Context: an optimization exercise on an open-source flow, tuned for small area and a short achievable clock period. The choices shown serve that exercise and are no tape-out recipe. Only simulation tests tie the RTL to the original design; equivalence was not proved. The clock input has no modelled driver; a real chip could not lean on it and would need a root buffer or a full tree. Power figures rest on the tool's default switching activity, not on a simulated workload.

==> inputs of build 95 <==
==> flow/design.v <==
module cpu(out, in, clk, reset);
input  [7:0] in;
input        clk, reset;
output [7:0] out;
reg [7:0]   out;
reg [7:0]   reg_a, reg_b, reg_c, mem_d;
reg [7:0]   alu_p, alu_g;               
reg         alu_c;                      
reg [127:0] mem;                        
reg [3:0]   op;                         
reg [3:0]   a_lo, a_hi;                 
reg         st0, st2, st3;              
reg         mem_wr;                     
wire op_alu = st0 & ~op[3] & ~(op[2] & op[1]);       
wire op_6   = st0 & (op == 4'h6);
wire op_7   = st0 & (op == 4'h7);
wire op_8   = st0 & (op == 4'h8);
wire op_9b  = st0 & (op == 4'h9 || op == 4'hB);
wire op_ac  = st0 & (op == 4'hA || op == 4'hC);
wire op_a   = st0 & (op == 4'hA);
wire op_c   = st0 & (op == 4'hC);
wire op_d   = st0 & (op == 4'hD);
wire op_e   = st0 & (op == 4'hE);
wire op_f   = st0 & (op == 4'hF);
wire nx_s0 = ~reset & ~(op_6 | op_7 | op_8 | op_ac);
always @(posedge clk) begin
	op     <= in[7:4];
	a_lo   <= nx_s0 ? (4'b0001 << in[1:0]) : 4'b0001;
	a_hi   <= nx_s0 ? (4'b0001 << in[3:2]) : 4'b0001;
	st0    <= nx_s0;
	st2    <= ~reset & op_a;
	st3    <= ~reset & op_c;
	mem_wr <= nx_s0 & in[7] & ((~in[6] & ~in[5]) | (in[6] & in[5] & in[4]));
end
wire nr = ~reset;
wire a_in = nr & op_6, a_c = nr & op_d, a_h = nr & ~(op_6 | op_d);
wire b_in = nr & op_7, b_c = nr & op_e, b_h = nr & ~(op_7 | op_e);
wire c_alu = nr & op_alu, c_d = nr & st2, c_h = nr & ~(op_alu | st2);
wire o_in = nr & op_8, o_c = nr & op_9b, o_d = nr & (op_ac | st3);
wire o_h  = nr & ~(op_8 | op_9b | op_ac | st3 | op_f);
wire [7:0] a_nx = (in & {8{a_in}}) | (reg_c & {8{a_c}}) | (reg_a & {8{a_h}});
wire [7:0] b_nx = (in & {8{b_in}}) | (reg_c & {8{b_c}}) | (reg_b & {8{b_h}});
wire [2:0] f = in[6:4];
wire inv_a = f[2] & f[0];
wire use_b = ~f[1] & ~(f[2] & f[0]);
wire inv_b = f[0] & ~f[2];
wire [7:0] a_sel = op_d ? reg_c : reg_a;
wire [7:0] b_sel = op_e ? reg_c : reg_b;
wire [7:0] alu_x = a_sel ^ {8{inv_a}};
wire [7:0] alu_y = (b_sel & {8{use_b}}) ^ {8{inv_b}};
always @(posedge clk) begin
	alu_p <= alu_x ^ alu_y;
	alu_g <= alu_x & alu_y;
	alu_c <= f[2] | (f[1] ^ f[0]);
end
reg  [8:0] cg, cp, cgn, cpn;
integer k, s;
always @(*) begin
	cg = {alu_g, alu_c};
	cp = {alu_p, 1'b0};
	for (s = 1; s < 9; s = s * 2) begin
		cgn = cg; cpn = cp;
		for (k = s; k < 9; k = k + 1) begin
			cgn[k] = cg[k] | (cp[k] & cg[k-s]);
			cpn[k] = cp[k] & cp[k-s];
		end
		cg = cgn; cp = cpn;
	end
end
wire [7:0] alu_out = alu_p ^ cg[7:0];
wire [7:0] mem_wd = (in & {8{~op[0]}}) | (reg_c & {8{op[0] & ~op[1]}});
reg [15:0] wsel, rsel;
reg [7:0]  rd;
integer i;
always @(*) begin
	rd = 8'd0;
	for (i = 0; i < 16; i = i + 1) begin
		rsel[i] = a_hi[i / 4] & a_lo[i % 4];
		wsel[i] = mem_wr & rsel[i];
		rd = rd | (mem[8*i +: 8] & {8{rsel[i]}});
	end
end
always @(posedge clk) begin
	for (i = 0; i < 16; i = i + 1)
		if (wsel[i])
			mem[8*i +: 8] <= mem_wd;
	if (!mem_wr)
		mem_d <= rd;
end
always @(posedge clk) begin
	reg_a <= a_nx;
	reg_b <= b_nx;
	reg_c <= (alu_out & {8{c_alu}}) | (mem_d & {8{c_d}}) | (reg_c & {8{c_h}});
	out   <= (in & {8{o_in}}) | (reg_c & {8{o_c}}) | (mem_d & {8{o_d}}) | (out & {8{o_h}});
end
endmodule
==> flow/run.sh <==
#!/bin/bash
# synth_recipe.tcl (not shown) runs the flow's synth.tcl, then flattens the netlist and writes it again
# the make line also repeats each setting of config.mk as NAME=value (left out here)
make -C /OpenROAD-flow-scripts/flow DESIGN_CONFIG=/design/flow/config.mk WORK_HOME=/design/flow/orfs CLKGATE_MAP_FILE= SYNTH_SCRIPT=/design/flow/synth_recipe.tcl finish
==> flow/config.mk <==
export PLATFORM = sky130hd
export DESIGN_NAME = cpu
export DESIGN_NICKNAME = cpu
export VERILOG_FILES = /design/flow/design.v
export SDC_FILE = /design/flow/constraint.sdc
export NUM_CORES = 4
export LEC_CHECK = 0
export CAP_MARGIN = 20
export CORE_MARGIN = 2
export CORE_UTILIZATION = 40
export SETUP_SLACK_MARGIN = 2.2
export SLEW_MARGIN = 20
==> flow/constraint.sdc <==
create_clock -name core_clock -period 4.0 [get_ports {clk}]
set_input_delay 0.8000 -clock core_clock [delete_from_list [all_inputs] [get_ports {clk}]]
set_output_delay 0.8000 -clock core_clock [all_outputs]
set_load 0.01 [all_outputs]
==> build 32: changes against build 95 <==
--- a/flow/design.v
+++ b/flow/design.v
@@ -10,3 +10,3 @@
 reg [3:0]   op;                         
-reg [3:0]   a_lo, a_hi;                 
+reg [3:0]   addr;                       
 reg         st0, st2, st3;              
@@ -27,4 +27,3 @@
 	op     <= in[7:4];
-	a_lo   <= nx_s0 ? (4'b0001 << in[1:0]) : 4'b0001;
-	a_hi   <= nx_s0 ? (4'b0001 << in[3:2]) : 4'b0001;
+	addr   <= in[3:0] & {4{nx_s0}};
 	st0    <= nx_s0;
@@ -77,3 +76,3 @@
 	for (i = 0; i < 16; i = i + 1) begin
-		rsel[i] = a_hi[i / 4] & a_lo[i % 4];
+		rsel[i] = (addr == i);
 		wsel[i] = mem_wr & rsel[i];
==> results.ini <==
[power_and_ir_drop]
powerSeq_mw = 2.34
netSwitchingFraction_pct = 25.24

[critical_path]
critical_path.most_common_cell = a222oi_1
endpoint = mem_d[4]$_DFFE_PN_

[placement]
place_area_um2 = 8538

[drt]
dr_wl_met3_mm = 1.889

[cells_and_area]
multi_input_area_share_pct = 29.06
drive_gt1_share_pct = 22.60

[floorplan]
die_area_um2 = 21520
die_y_um = 146.7

[clock_tree]
cts_setup_buffers = 10
cts_sinks = 200

[synthesis]
syn_area_per_cell_um2 = 13.08

[outcome]
outcome = complete, no violations

Source of the figures above: build 95

==> results.ini <==
[placement]
place_area_um2 = 8946

[outcome]
outcome = complete, no violations

[clock_tree]
cts_setup_buffers = 23
cts_sinks = 196
clkSlewWorstSetupHoldPaths_ps = 70

[cells_and_area]
drive_gt1_share_pct = 27.60
largest_class = flip-flops and latches

[power_and_ir_drop]
powerSeq_mw = 2.29
netSwitchingFraction_pct = 25.42

[drt]
dr_wl_met3_mm = 2.182

[critical_path]
endpoint = mem_d[3]$_DFFE_PN_
r2r_slack_ps = 1980

[floorplan]
die_area_um2 = 22420
die_y_um = 149.7

[synthesis]
syn_area_per_cell_um2 = 12.72

Source of the figures above: build 32


==> build 24: inputs <==
RTL: the design.v shown in full above, as it stands there.
==> flow/config.mk <==
export PLATFORM = sky130hd
export DESIGN_NAME = cpu
export DESIGN_NICKNAME = cpu
export VERILOG_FILES = /design/flow/design.v
export SDC_FILE = /design/flow/constraint.sdc
export NUM_CORES = 4
export LEC_CHECK = 0
export CAP_MARGIN = 20
export CORE_MARGIN = 2
export CORE_UTILIZATION = 40
export SETUP_SLACK_MARGIN = 2.5
export SLEW_MARGIN = 20
==> flow/constraint.sdc <==
create_clock -name core_clock -period 4.0 [get_ports {clk}]
set_input_delay 0.8000 -clock core_clock [delete_from_list [all_inputs] [get_ports {clk}]]
set_output_delay 0.8000 -clock core_clock [all_outputs]
set_load 0.01 [all_outputs]
standard.sh (not shown) runs the stock make flow with config.mk's settings and CLKGATE_MAP_FILE= SYNTH_SCRIPT=/design/flow/synth_recipe.tcl, a recipe that flattens the netlist after the stock synthesis.
==> flow/flow/run.sh <==
#!/bin/bash
# Own layout flow: the standard flow (standard.sh) with two changes:
#  - the port buffers are sky130_fd_sc_hd__buf_4 (buffer_ports' default pick
#    is a delay cell);
#  - the clock tree step is flow/cts.tcl: the clock port drives 4 clkbuf_8,
#    which drive 8 clkbuf_16 placed at the centres of k-means clusters of the
#    registers, instead of TritonCTS's H-tree.
# Each step's output goes to a log file of its own in the work folder.
set -euo pipefail
R=$(pwd)/orfs/results/$FLOW_PLATFORM/cpu/base
PB="BUFFER_PORTS_ARGS=-buffer_cell sky130_fd_sc_hd__buf_4"
bash standard.sh "$PB" place > log_1_place.txt 2>&1
RESULTS=$R CTS_NTOP=4 CTS_NLEAF=8 CTS_TOPBUF=sky130_fd_sc_hd__clkbuf_8 \
  CTS_LEAFBUF=sky130_fd_sc_hd__clkbuf_16 SETUP_MARGIN=2.5 \
  openroad -no_init -exit flow/cts.tcl > log_2_cts.txt 2>&1
cp "$R/4_1_cts.odb" "$R/4_cts.odb"
touch "$R/4_cts.sdc"
bash standard.sh "$PB" finish > log_3_finish.txt 2>&1
==> flow/flow/cts.tcl <==
# Clock tree step of the own flow, in place of ORFS's cts.tcl: the same
# steps, but a shallow two-level clock tree (see mytree.tcl) instead of
# TritonCTS's H-tree.
set P $::env(FLOW_HOME)/platforms/sky130hd
set R $::env(RESULTS)
read_liberty $P/lib/sky130_fd_sc_hd__tt_025C_1v80.lib
read_db $R/3_place.odb
read_sdc $R/3_place.sdc
source $P/setRC.tcl
set_dont_use {sky130_fd_sc_hd__probe_p_8 sky130_fd_sc_hd__probec_p_8 sky130_fd_sc_hd__lpflow_*}

source [file dirname [info script]]/mytree.tcl
build_clock_tree $::env(CTS_NTOP) $::env(CTS_NLEAF) $::env(CTS_TOPBUF) $::env(CTS_LEAFBUF)

set_placement_padding -global -left 0 -right 0
detailed_placement
set_propagated_clock [all_clocks]
estimate_parasitics -placement
report_clock_latency -clock core_clock

repair_timing -setup_margin $::env(SETUP_MARGIN) -verbose
detailed_placement
check_placement -verbose
estimate_parasitics -placement
report_checks -path_delay max -format end -group_path_count 10
report_worst_slack -max
report_worst_slack -min

write_db $R/4_1_cts.odb
write_sdc -no_timestamp $R/4_cts.sdc
Other scripts of this flow, unchanged in this note and not shown: flow/flow/mytree.tcl
==> trial 70: changes against build 24 <==
==> flow/design.v (replaced) <==
module cpu(out, in, clk, reset);
input  [7:0] in;
input        clk, reset;
output [7:0] out;
reg [7:0]   out;
reg [7:0]   reg_a, reg_b, reg_c, mem_d;
reg [7:0]   alu_p, alu_g;               
reg         alu_c;                      
reg [127:0] mem;                        
reg [3:0]   a_lo, a_hi;                 
reg         c_alu;                      
reg         a_in, b_in, o_in;           
reg         o_c;                        
reg         ld_a, ld_c;                 
reg         a_c, b_c;                   
reg         o_z;                        
reg         mem_wr;                     
reg         st2, st3;                   
wire nx_s0 = ~reset & ~(a_in | b_in | o_in | ld_a | ld_c);
wire [15:0] nop = {15'd0, nx_s0} << in[7:4];
always @(posedge clk) begin
	c_alu  <= nop[0] | nop[1] | nop[2] | nop[3] | nop[4] | nop[5];
	a_in   <= nop[6];
	b_in   <= nop[7];
	o_in   <= nop[8];
	o_c    <= nop[9] | nop[11];
	ld_a   <= nop[10];
	ld_c   <= nop[12];
	a_c    <= nop[13];
	b_c    <= nop[14];
	o_z    <= nop[15];
	mem_wr <= nop[8] | nop[9] | nop[15];
	st2    <= ~reset & ld_a;
	st3    <= ~reset & ld_c;
	a_lo   <= nx_s0 ? (4'b0001 << in[1:0]) : 4'b0001;
	a_hi   <= nx_s0 ? (4'b0001 << in[3:2]) : 4'b0001;
end
wire [2:0] f = in[6:4];
wire inv_a = f[2] & f[0];
wire use_b = ~f[1] & ~(f[2] & f[0]);
wire inv_b = f[0] & ~f[2];
wire [7:0] a_sel = a_c ? reg_c : reg_a;
wire [7:0] b_sel = b_c ? reg_c : reg_b;
wire [7:0] alu_x = a_sel ^ {8{inv_a}};
wire [7:0] alu_y = (b_sel & {8{use_b}}) ^ {8{inv_b}};
always @(posedge clk) begin
	alu_p <= alu_x ^ alu_y;
	alu_g <= alu_x & alu_y;
	alu_c <= f[2] | (f[1] ^ f[0]);
end
reg  [8:0] cg, cp, cgn, cpn;
integer k, s;
always @(*) begin
	cg = {alu_g, alu_c};
	cp = {alu_p, 1'b0};
	for (s = 1; s < 9; s = s * 2) begin
		cgn = cg; cpn = cp;
		for (k = s; k < 9; k = k + 1) begin
			cgn[k] = cg[k] | (cp[k] & cg[k-s]);
			cpn[k] = cp[k] & cp[k-s];
		end
		cg = cgn; cp = cpn;
	end
end
wire [7:0] alu_out = alu_p ^ cg[7:0];
wire [7:0] mem_wd = (in & {8{o_in}}) | (reg_c & {8{o_c}});
reg [15:0] wsel, rsel;
integer i;
always @(*) begin
	for (i = 0; i < 16; i = i + 1) begin
		rsel[i] = a_hi[i / 4] & a_lo[i % 4];
		wsel[i] = mem_wr & rsel[i];
	end
end
wire [7:0] rd;
genvar gb, gp;
generate
	for (gb = 0; gb < 8; gb = gb + 1) begin : rdb
		wire [7:0] u;
		wire [1:0] v;
		for (gp = 0; gp < 8; gp = gp + 1) begin : rdp
			rd_aoi22 t (.y(u[gp]), .a1(rsel[2*gp]), .a2(mem[16*gp + gb]),
			            .b1(rsel[2*gp+1]), .b2(mem[16*gp + 8 + gb]));
		end
		rd_nand4 n0 (.y(v[0]), .a(u[0]), .b(u[1]), .c(u[2]), .d(u[3]));
		rd_nand4 n1 (.y(v[1]), .a(u[4]), .b(u[5]), .c(u[6]), .d(u[7]));
		rd_or2   o  (.y(rd[gb]), .a(v[0]), .b(v[1]));
	end
endgenerate
always @(posedge clk) begin
	for (i = 0; i < 16; i = i + 1)
		if (wsel[i])
			mem[8*i +: 8] <= mem_wd;
	if (!mem_wr)
		mem_d <= rd;
end
wire o_d = ld_a | ld_c | st3;
wire a_h = ~(a_in | a_c);
wire b_h = ~(b_in | b_c);
wire c_h = ~(c_alu | st2);
wire o_h = ~(o_in | o_c | o_d | o_z);
always @(posedge clk) begin
	if (reset) begin
		reg_a <= 8'd0;
		reg_b <= 8'd0;
		reg_c <= 8'd0;
		out   <= 8'd0;
	end else begin
		reg_a <= (in & {8{a_in}}) | (reg_c & {8{a_c}}) | (reg_a & {8{a_h}});
		reg_b <= (in & {8{b_in}}) | (reg_c & {8{b_c}}) | (reg_b & {8{b_h}});
		reg_c <= (alu_out & {8{c_alu}}) | (mem_d & {8{st2}}) | (reg_c & {8{c_h}});
		out   <= (in & {8{o_in}}) | (reg_c & {8{o_c}}) | (mem_d & {8{o_d}}) | (out & {8{o_h}});
	end
end
endmodule
module rd_aoi22(y, a1, a2, b1, b2);
input  a1, a2, b1, b2;
output y;
assign y = ~((a1 & a2) | (b1 & b2));
endmodule
module rd_nand4(y, a, b, c, d);
input  a, b, c, d;
output y;
assign y = ~(a & b & c & d);
endmodule
module rd_or2(y, a, b);
input  a, b;
output y;
assign y = a | b;
endmodule
--- a/flow/flow/run.sh
+++ b/flow/flow/run.sh
@@ -12,5 +12,5 @@
 bash standard.sh "$PB" place > log_1_place.txt 2>&1
 RESULTS=$R CTS_NTOP=4 CTS_NLEAF=8 CTS_TOPBUF=sky130_fd_sc_hd__clkbuf_8 \
-  CTS_LEAFBUF=sky130_fd_sc_hd__clkbuf_16 SETUP_MARGIN=2.5 \
+  CTS_LEAFBUF=sky130_fd_sc_hd__clkbuf_16 SETUP_MARGIN=2.0 \
   openroad -no_init -exit flow/cts.tcl > log_2_cts.txt 2>&1
 cp "$R/4_1_cts.odb" "$R/4_cts.odb"
Settings changed: SETUP_SLACK_MARGIN 2.5 to 2.0, SYNTH_HIERARCHICAL set to 1.
==> run notes <==
Status = no timing/DRC/antenna violations
Worst slew pin tran = 0.976 ns
Clock group = 1050 µW
Largest net degree at the start of global routing = 37
Period utilization = 45.5%
P_seq = 2350 µW
FF-to-FF Start = a_c
R2R Path End = alu_p[2]
Hold Path Sink = st3
Area growth syn-to-layout = 7.36%
Switch share = 21.6%
[end of results for trial 70]
==> run notes <==
Hold Path Sink = reg_a[5]
FF-to-FF Start = a_hi[1]
Largest net degree at the start of global routing = 39
Area growth syn-to-layout = 20.8%
P_seq = 2340 µW
Worst slew pin tran = 0.668 ns
Clock group = 1040 µW
Status = no timing/DRC/antenna violations
[end of results for build 24]
No run of this note takes its clock network from TritonCTS; it comes from the design's own scripts or RTL.

static timing again, ports no longer ideal:
Ports are ideal in the flow. The routed layouts listed here were re-timed in OpenROAD. Step 1: set_driving_cell puts a clkbuf_16 on clk and a buf_2 on each other input, an assumption about the parent block. Step 2 moves the port delays by t, midway between the first and last clock arrival at a register: inputs arrive t later, outputs are due t later. That takes back most of the time a late clock gives input paths. a / b / c = no drivers / after step 1 / after step 2; a / b = the first two.
| run | t (ns) | slack for setup (ns) | pins driven straight from the clock port |
|---|---|---|---|
| build 95 | 0.481 | 2.074 / 2.074 / 1.764 | 1 |
| build 32 | 0.481 | 1.983 / 1.983 / 1.845 | 1 |
| build 24 | 0.376 | 2.022 / 2.022 / 2.022 | 4 |
| trial 70 | 0.373 | 2.181 / 2.183 / 1.852 | 4 |
After both steps setup and hold are still met in every run listed. For trial 70, which loses most, drivers alone change the setup slack by +0.002 ns; drivers and shift together by -0.329 ns.
